What follows belongs to an exercise in optimizing a design on an open flow for small area; a production flow would make more cautious choices. Function was checked by simulation only, so behaviour that the tests miss may differ from the original. No driver is modelled on the clock port, so clock power and skew are understated where the tree is cut down; a real chip needs a root buffer or a tree. Power figures rest on the tool's default switching activity, not on a simulated workload.

==> module Top, before the edit <==
module Top(
    clk, rst_switch, play_switch, signal_out1, signal_out2, signal_out3, LED, LED_state, mode4_handout_count, LED_switch
);
    input clk, rst_switch, play_switch;
    output [4-1:0] signal_out1, signal_out2, signal_out3;
    output [4-1:0] LED;
    output [5-1:0] LED_state;
    output [3-1:0] mode4_handout_count;
    output LED_switch;
    assign LED_switch = play_switch;
    localparam [2:0] I_DS = 3'b100;
    reg [2:0] ds_q;
    wire [2:0] ds = ds_q ^ I_DS;
    wire rst = ds[2] & ~ds[1];
    wire [2:0] ds_n;
    assign ds_n[2] = rst_switch ? ((ds[1] & ~ds[0]) | (ds[2] & ds[0])) : (ds[2] & ds[1] & ~ds[0]);
    assign ds_n[1] = rst_switch & (ds[0] | (ds[1] & ~ds[2]));
    assign ds_n[0] = rst_switch & (ds[2] | ~ds[1]);
    always @(posedge clk)
        ds_q <= ds_n ^ I_DS;
    localparam [1:0] I_RND = 2'b10;
    localparam [2:0] I_Q5 = 3'b000;
    reg [1:0] rnd_q;
    reg [2:0] q5_q;
    wire [1:0] rnd = rnd_q ^ I_RND;
    wire [2:0] q5 = q5_q ^ I_Q5;
    always @(posedge clk) begin
        if (rst) begin
            rnd_q <= 2'd0 ^ I_RND;
            q5_q <= 3'b100 ^ I_Q5;
        end else begin
            rnd_q <= (rnd + 2'd1) ^ I_RND;
            q5_q <= {q5[1:0], ~(q5[1] & (q5[2] | ~q5[0]))} ^ I_Q5;
        end
    end
    wire tick = ~rnd[1] & rnd[0] & q5[1] & ~q5[0];
    reg [4:0] state;
    wire [1:0] mode = state[4:3];
    wire P2 = state[2], P1 = state[1], P0 = state[0];
    wire ph_wait = ~(P2 | P1 | P0);
    wire ph_open = P0 & ~P1;
    wire ph_close = P2;
    wire m2 = ~mode[1] & mode[0];
    wire m3 = mode[1] & ~mode[0];
    wire m4 = mode[1] & mode[0];
    localparam [9:0] PZERO = 10'd2;
    localparam [9:0] PSEED = 10'd4;
    localparam [9:0] PLAST = 10'd520;        
    localparam [9:0] I_PRE = 10'b0010101010;
    reg [9:0] pre_q;
    wire [9:0] pre = pre_q ^ I_PRE;
    localparam [3:0] I_CNT = 4'b0000;
    reg [3:0] cnt_q;    
    wire [3:0] cnt = cnt_q ^ I_CNT;
    localparam [2:0] I_HC = 3'b000;
    reg [2:0] hcnt_q;   
    wire [2:0] hcnt = hcnt_q ^ I_HC;
    wire swon = ~play_switch;
    wire wrap = (((pre ^ PLAST) & 10'b0111110111) == 10'd0);    
    wire s0 = (((pre ^ PSEED) & 10'b0111111011) == 10'd0);      
    wire t0 = (((pre ^ PZERO) & 10'b1011111101) == 10'd0);      
    wire done = P1 ? (cnt[1] & (m2 ? cnt[3] : cnt[2]))
                   : (cnt[1] & cnt[0] & (~m2 | P2 | (cnt[3] & cnt[2])));
    wire h_ne3 = ~(hcnt[1] & hcnt[0]);
    wire h_ne0 = hcnt[1] | hcnt[0];
    reg [2:0] np;
    always @(*) begin
        np[2] = P2 ? ~done
              : P1 ? (P0 & done & ~(m4 & ~hcnt[2]))
              : (P0 & done & m3 & h_ne3);
        np[1] = P1 ? (~(P0 & done) | (m4 & ~hcnt[2]))
              : (ph_open & done & ~(m3 & h_ne3));
        np[0] = P1 ? (P0 ^ done)
              : P2 ? (done & m3 & h_ne0)
              : P0 ? ~done
              : swon;
    end
    wire take = ph_wait & swon;
    wire clear = ph_wait | done;
    always @(posedge clk) begin
        pre_q <= (clear ? PZERO : wrap ? PSEED : {pre[8:0], pre[9] ^ pre[2]}) ^ I_PRE;
        cnt_q <= (clear ? 4'd0 : wrap ? cnt + 4'd1 : cnt) ^ I_CNT;
    end
    wire hinc = done & ((P1 & ~P0 & m4) | (ph_open & m3));
    wire [2:0] hcnt_n = (ph_close & mode[0]) ? 3'd0
                      : hinc ? {hcnt[2] | (mode[0] & hcnt[1] & hcnt[0]), hcnt[1:0] + 2'd1}
                      : hcnt;
    always @(posedge clk) begin
        if (rst) begin
            state <= 5'd0;
            hcnt_q <= 3'd0 ^ I_HC;
        end else begin
            state[2:0] <= np;
            if (take)
                state[4:3] <= rnd;
            hcnt_q <= hcnt_n ^ I_HC;
        end
    end
    assign LED_state = state;
    assign mode4_handout_count = {hcnt[2], hcnt[1:0] & {2{mode[0]}}};
    assign LED = {~mode[1] & ~mode[0], m2, m3, m4};
    wire lid_over = (cnt[3] | cnt[2] | (cnt[1] & cnt[0] & ~s0));
    wire hand_over = (cnt[3] | (cnt[2] & cnt[1] & (cnt[0] | ~s0)));
    wire en_lid = ~t0 & ~P1 & ~lid_over;
    wire en_hand = ~t0 & P1 & ~hand_over;
    wire fwd = P0;
    localparam [6:0] I_DRV = 7'b0000000;     
    reg vl_q, vh_q, el_q, eh_q, d_q;
    reg [1:0] p_q;
    wire vl = vl_q ^ I_DRV[6], vh = vh_q ^ I_DRV[5], el = el_q ^ I_DRV[4], eh = eh_q ^ I_DRV[3];
    wire d = d_q ^ I_DRV[2];
    wire [1:0] p = p_q ^ I_DRV[1:0];
    always @(posedge clk) begin
        if (rst) begin
            vl_q <= I_DRV[6];
            vh_q <= I_DRV[5];
            el_q <= I_DRV[4];
            eh_q <= I_DRV[3];
        end else if (tick) begin
            vl_q <= el ^ I_DRV[6];
            vh_q <= eh ^ I_DRV[5];
            el_q <= en_lid ^ I_DRV[4];
            eh_q <= en_hand ^ I_DRV[3];
        end
    end
    wire cont = el ? vl : vh;
    always @(posedge clk) begin
        if (tick) begin
            p_q <= {cont & (p[1] ^ p[0] ^ ~d), cont & ~p[0]} ^ I_DRV[1:0];
            d_q <= fwd ^ I_DRV[2];
        end
    end
    wire [3:0] onehot = {p[1] & p[0], p[1] & ~p[0], ~p[1] & p[0], ~p[1] & ~p[0]};
    assign signal_out1 = onehot & {4{vl}};
    assign signal_out2 = onehot & {4{vh}};
    assign signal_out3 = signal_out1;
endmodule  
Settings: LEC_CHECK=0, CAP_MARGIN=20, CORE_MARGIN=2, CORE_UTILIZATION=40, SLEW_MARGIN=20; clock period 10.0 ns.
standard.sh (not shown) runs the stock make flow with config.mk's settings and CLKGATE_MAP_FILE= SYNTH_SCRIPT=/design/flow/synth_recipe.tcl, a recipe that flattens the netlist after the stock synthesis.
==> flow/flow/run.sh <==
#!/bin/bash
# Standard ORFS layout with three changes:
# - after the standard synthesis, the combinational logic is re-mapped for
#   area by yosys/abc (registers untouched: same cells and names); four abc
#   runs with different seeds, and the smallest netlist that yosys proves
#   equal to the standard netlist is used (else the standard netlist);
# - the port buffers are the smallest buffer (buf_1);
# - the clock tree is two clkbuf_8 fed from the clock port (cts_hook.tcl).
# Each tool's output goes to its own log file in this folder.
set -euo pipefail
HERE=$(pwd)
RES=$HERE/orfs/results/$FLOW_PLATFORM/Top/base
YOSYS=yosys
[ -x "$FLOW_HOME/../tools/install/yosys/bin/yosys" ] && YOSYS=$FLOW_HOME/../tools/install/yosys/bin/yosys
LIB=$FLOW_HOME/platforms/$FLOW_PLATFORM/lib/sky130_fd_sc_hd__tt_025C_1v80.lib

bash standard.sh synth > synth.log 2>&1

resynth_one() {
  local d=resynth/s$1
  mkdir -p $d
  cp $RES/1_2_yosys.v $d/in.v
  cp $LIB $d/lib.lib
  cp flow/resynth.ys flow/equiv.ys $d/
  printf 'strash\n&get -n\n&st\n&deepsyn -T 60 -S %s\n&put\nstrash\n&get -n\n&dch\n&nf -R 1000\n&put\n' $1 > $d/abc.script
  if (cd $d && $YOSYS -s resynth.ys > resynth.log 2>&1 && $YOSYS -s equiv.ys > equiv.log 2>&1) \
     && ! grep -q '^ *assign .*[&|^~]' $d/out.v; then
    grep 'Chip area for top' $d/resynth_stat.txt | awk '{print $NF}' > $d/area.txt
  fi
  rm -f $d/lib.lib
}
mkdir -p resynth
for s in 1 2 3 4; do resynth_one $s & done
wait
best=""; barea=""
for s in 1 2 3 4; do
  f=resynth/s$s/area.txt
  [ -s $f ] || continue
  a=$(cat $f)
  if [ -z "$barea" ] || awk -v a=$a -v b=$barea 'BEGIN{exit !(a<b)}'; then best=$s; barea=$a; fi
done
if [ -n "$best" ]; then
  cp resynth/s$best/out.v $RES/1_2_yosys.v
  touch $RES/1_2_yosys.v
  echo "resynth: used seed $best, area $barea" > resynth/status.txt
else
  echo "resynth: failed, standard netlist kept" > resynth/status.txt
fi

bash standard.sh BUFFER_PORTS_ARGS="-buffer_cell sky130_fd_sc_hd__buf_1" \
  PRE_CTS_TCL=$HERE/flow/cts_hook.tcl finish > standard.log 2>&1
Other scripts of this flow, unchanged in this note and not shown: flow/flow/cts_hook.tcl, flow/flow/equiv.ys, flow/flow/resynth.ys
Rerun with:
--- a/flow/design.v
+++ b/flow/design.v
@@ -41,28 +41,29 @@
     wire ph_wait = ~(P2 | P1 | P0);
     wire ph_open = P0 & ~P1;
     wire ph_close = P2;
     wire m2 = ~mode[1] & mode[0];
     wire m3 = mode[1] & ~mode[0];
     wire m4 = mode[1] & mode[0];
-    localparam [9:0] PZERO = 10'd2;
-    localparam [9:0] PSEED = 10'd4;
-    localparam [9:0] PLAST = 10'd520;        
-    localparam [9:0] I_PRE = 10'b0010101010;
+    localparam I_START = 1'b0;
+    reg start_q;
+    wire start = start_q ^ I_START;
+    localparam [9:0] PSEED = 10'd65;
+    localparam [9:0] PLAST = 10'd128;        
+    localparam [9:0] I_PRE = 10'b1010101010;
     reg [9:0] pre_q;
     wire [9:0] pre = pre_q ^ I_PRE;
     localparam [3:0] I_CNT = 4'b0000;
     reg [3:0] cnt_q;    
     wire [3:0] cnt = cnt_q ^ I_CNT;
     localparam [2:0] I_HC = 3'b000;
     reg [2:0] hcnt_q;   
     wire [2:0] hcnt = hcnt_q ^ I_HC;
     wire swon = ~play_switch;
-    wire wrap = (((pre ^ PLAST) & 10'b0111110111) == 10'd0);    
-    wire s0 = (((pre ^ PSEED) & 10'b0111111011) == 10'd0);      
-    wire t0 = (((pre ^ PZERO) & 10'b1011111101) == 10'd0);      
+    wire wrap = (((pre ^ PLAST) & 10'b1101110111) == 10'd0);    
+    wire s0 = (((pre ^ PSEED) & 10'b1110111110) == 10'd0);      
     wire done = P1 ? (cnt[1] & (m2 ? cnt[3] : cnt[2]))
                    : (cnt[1] & cnt[0] & (~m2 | P2 | (cnt[3] & cnt[2])));
     wire h_ne3 = ~(hcnt[1] & hcnt[0]);
     wire h_ne0 = hcnt[1] | hcnt[0];
     reg [2:0] np;
     always @(*) begin
@@ -74,16 +75,18 @@
         np[0] = P1 ? (P0 ^ done)
               : P2 ? (done & m3 & h_ne0)
               : P0 ? ~done
               : swon;
     end
     wire take = ph_wait & swon;
-    wire clear = ph_wait | done;
+    wire run = start & ~done;
+    wire step = run & ~wrap;
     always @(posedge clk) begin
-        pre_q <= (clear ? PZERO : wrap ? PSEED : {pre[8:0], pre[9] ^ pre[2]}) ^ I_PRE;
-        cnt_q <= (clear ? 4'd0 : wrap ? cnt + 4'd1 : cnt) ^ I_CNT;
+        start_q <= (~rst & ~ph_wait & ~done) ^ I_START;
+        pre_q <= (step ? {pre[8:0], pre[9] ^ pre[6]} : PSEED) ^ I_PRE;
+        cnt_q <= (~run ? 4'd0 : wrap ? cnt + 4'd1 : cnt) ^ I_CNT;
     end
     wire hinc = done & ((P1 & ~P0 & m4) | (ph_open & m3));
     wire [2:0] hcnt_n = (ph_close & mode[0]) ? 3'd0
                       : hinc ? {hcnt[2] | (mode[0] & hcnt[1] & hcnt[0]), hcnt[1:0] + 2'd1}
                       : hcnt;
     always @(posedge clk) begin
@@ -99,14 +102,14 @@
     end
     assign LED_state = state;
     assign mode4_handout_count = {hcnt[2], hcnt[1:0] & {2{mode[0]}}};
     assign LED = {~mode[1] & ~mode[0], m2, m3, m4};
     wire lid_over = (cnt[3] | cnt[2] | (cnt[1] & cnt[0] & ~s0));
     wire hand_over = (cnt[3] | (cnt[2] & cnt[1] & (cnt[0] | ~s0)));
-    wire en_lid = ~t0 & ~P1 & ~lid_over;
-    wire en_hand = ~t0 & P1 & ~hand_over;
+    wire en_lid = start & ~P1 & ~lid_over;
+    wire en_hand = start & P1 & ~hand_over;
     wire fwd = P0;
     localparam [6:0] I_DRV = 7'b0000000;     
     reg vl_q, vh_q, el_q, eh_q, d_q;
     reg [1:0] p_q;
     wire vl = vl_q ^ I_DRV[6], vh = vh_q ^ I_DRV[5], el = el_q ^ I_DRV[4], eh = eh_q ^ I_DRV[3];
     wire d = d_q ^ I_DRV[2];
The changed run passed the timing, DRC and antenna checks.
Total power is about the same.
Setup slack improves by 0.027 ns.
Synthesized cell count climbs by 0.65%.
Maximum frequency went up by 0.65%.
Utilization rises by 0.33 points.
Cell area climbs by 1.5%.
Via count grows by 3.0%.
In every run of this note, the design's own scripts or RTL, not TritonCTS, make the clock network.

-- separate check: timing with driven ports --
No port has a modelled driver above. Below, the same layouts with a new extraction and two added sets of constraints. Step 1 (the two cells are an assumption about what drives the block):
set clk [get_ports {clk}]
set_driving_cell -lib_cell sky130_fd_sc_hd__clkbuf_16 $clk
set_driving_cell -lib_cell sky130_fd_sc_hd__buf_2 [delete_from_list [all_inputs] $clk]
Step 2 also shifts input and output timing later by t, the mid clock arrival at the registers, as if the neighbouring blocks saw the same clock. a / b / c = ideal / step 1 / step 2; a / b = the first two.
| run | t (ns) | setup WS [ns] | latest minus earliest clock arrival (ns) | worst slew at a driven data input, ns | cell pins on the clock port's net |
|---|---|---|---|---|---|
| the first run | 0.198 | 5.726 / 5.701 / 5.701 | 0.007 / 0.007 | 0.03 | 2 |
| the second run | 0.195 | 5.753 / 5.718 / 5.718 | 0.008 / 0.008 | 0.04 | 2 |
After both steps every run listed still meets setup and hold. The setup slack of the second run, which loses most, moves by -0.035 ns with the drivers and by -0.035 ns with both steps.
